This is an optimization exercise on Yosys and OpenROAD, whose aim is small area, not a production implementation. In this exercise RTL edits were held to simulation tests only and were not proved equivalent to the original. No driver is modelled on the clock port, so clock power and skew are understated where the tree is cut down; a real chip needs a root buffer or a tree. Power figures rest on the tool's default switching activity, not on a simulated workload.

## main
==> flow/design.v (excerpt) <==
module Watch (CLK_IN, RST, N_F, S_HM, DISPLAY, DISPLAY_EN1, DISPLAY_EN2, DISPLAY_EN3, DISPLAY_EN4);
Size in the first run: about 15 I/O pins, roughly 2000 µm² of cells after synthesis.
clock: 10.0 ns
lec_check: 0
abc_area: 1
cap_margin: 20
core_margin: 2
core_utilization: 40
gpl_timing_driven: 0
place_density: 0.6
slew_margin: 20
standard.sh (not shown) runs the stock make flow with config.mk's settings and CLKGATE_MAP_FILE= SYNTH_SCRIPT=/design/flow/synth_recipe.tcl, a recipe that flattens the netlist after the stock synthesis.
==> flow/flow/run.sh <==
#!/bin/bash
set -euo pipefail
here=$(pwd)
rm -rf "$here/scripts_area"
cp -r "$FLOW_HOME/scripts" "$here/scripts_area"
cp "$here/flow/abc_area.script" "$here/scripts_area/abc_area.script"
bash standard.sh SCRIPTS_DIR="$here/scripts_area" ADDER_MAP_FILE= synth > "$here/synth.log" 2>&1
knobs=(BUFFER_PORTS_ARGS="-buffer_cell sky130_fd_sc_hd__buf_1" CTS_ARGS="$(cat "$here/flow/cts_args")")
bash standard.sh "${knobs[@]}" cts > "$here/layout_to_cts.log" 2>&1
res="$here/orfs/results/$FLOW_PLATFORM/Watch/base"
IN_DB="$res/4_cts.odb" OUT_DB="$res/4_cts_unrooted.odb" CLK_PORT=CLK_IN \
  openroad -no_init -exit "$here/flow/unroot.tcl" > "$here/unroot.log" 2>&1
mv "$res/4_cts_unrooted.odb" "$res/4_cts.odb"
bash standard.sh "${knobs[@]}" > "$here/layout_from_cts.log" 2>&1
==> flow/flow/abc_area.script <==
strash
dch -f
map -a
mfs2
amap
topo
==> flow/flow/cts_args <==
-sink_clustering_enable -repair_clock_nets -dont_use_dummy_load -buf_list sky130_fd_sc_hd__clkbuf_8
==> flow/flow/unroot.tcl <==
read_db $::env(IN_DB)
set block [ord::get_db_block]
set clk [$block findNet $::env(CLK_PORT)]
set loads {}
foreach it [$clk getITerms] { lappend loads $it }
if {[llength $loads] != 1} { puts "UNROOT: clock port has [llength $loads] loads, left as is"; write_db $::env(OUT_DB); exit }
set root [[lindex $loads 0] getInst]
set master [[$root getMaster] getName]
if {![string match "*clkbuf*" $master]} { puts "UNROOT: root is $master, left as is"; write_db $::env(OUT_DB); exit }
set out_net ""
foreach it [$root getITerms] {
  if {[$it isOutputSignal]} { set out_net [$it getNet] }
}
set leaves {}
foreach it [$out_net getITerms] {
  if {[$it getInst] != $root} { lappend leaves $it }
}
set ok 1
foreach it $leaves {
  if {![string match "*clkbuf*" [[[$it getInst] getMaster] getName]]} { set ok 0 }
}
if {!$ok || [llength $leaves] > 4} { puts "UNROOT: [llength $leaves] loads after the root, left as is"; write_db $::env(OUT_DB); exit }
foreach it $leaves {
  $it disconnect
  $it connect $clk
}
puts "UNROOT: removed root [$root getName] ($master), [llength $leaves] leaf buffers on the clock port"
odb::dbInst_destroy $root
odb::dbNet_destroy $out_net
write_db $::env(OUT_DB)
What the feature branch does differently from main at the input level:
- GPL_TIMING_DRIVEN no longer set, was 0
==> flow/flow/run.sh <==
#!/bin/bash
# Own flow: the standard layout, with an area-only ABC mapping script for the
# combinational logic and single-strength port buffers.
set -euo pipefail
here=$(pwd)
rm -rf "$here/scripts_area"
cp -r "$FLOW_HOME/scripts" "$here/scripts_area"
cp "$here/flow/abc_area.script" "$here/scripts_area/abc_area.script"
bash standard.sh SCRIPTS_DIR="$here/scripts_area" ADDER_MAP_FILE= synth > "$here/synth.log" 2>&1
bash standard.sh BUFFER_PORTS_ARGS="-buffer_cell sky130_fd_sc_hd__buf_1" CTS_ARGS="$(cat "$here/flow/cts_args")" > "$here/layout.log" 2>&1
removed: flow/flow/unroot.tcl
Results
Tightest slew margin relative to the limit (higher): the feature branch
Per the comparison of the feature branch with main, overall power higher; hold-critical path depth roughly the same; final-layout worst hold slack lower.
Status: first-pass GRT wire length parity (the feature branch, main)
On the feature branch: utilization is 0.37 points higher than what main gave.
Re final period utilization: the feature branch is 2.6 points down on main.

-- afterwards: timing with drivers on the ports --
The flow's constraints put no driver on any port. The routed layouts listed below were extracted and timed again, unchanged, in two steps.
Step 1 sets driving cells, clkbuf_16 on the clock port and buf_2 on the other inputs (assumed; they add their load-dependent delay and slew).
Step 2 also shifts input and output timing later by t, the mid clock arrival at the registers, as if the neighbouring blocks saw the same clock.
Three values: ideal ports, drivers, drivers and shift; two values: the first two.
run	shift t [ns]	setup WS [ns]	slew at the worst register clock pin (ns)
main	0.192	5.165 / 5.196 / 5.005	0.10 / 0.10
the feature branch	0.314	5.422 / 5.427 / 5.113	0.09 / 0.09
After both steps setup and hold are still met in every run listed. For the feature branch, which loses most, drivers alone change the setup slack by +0.005 ns; drivers and shift together by -0.309 ns.
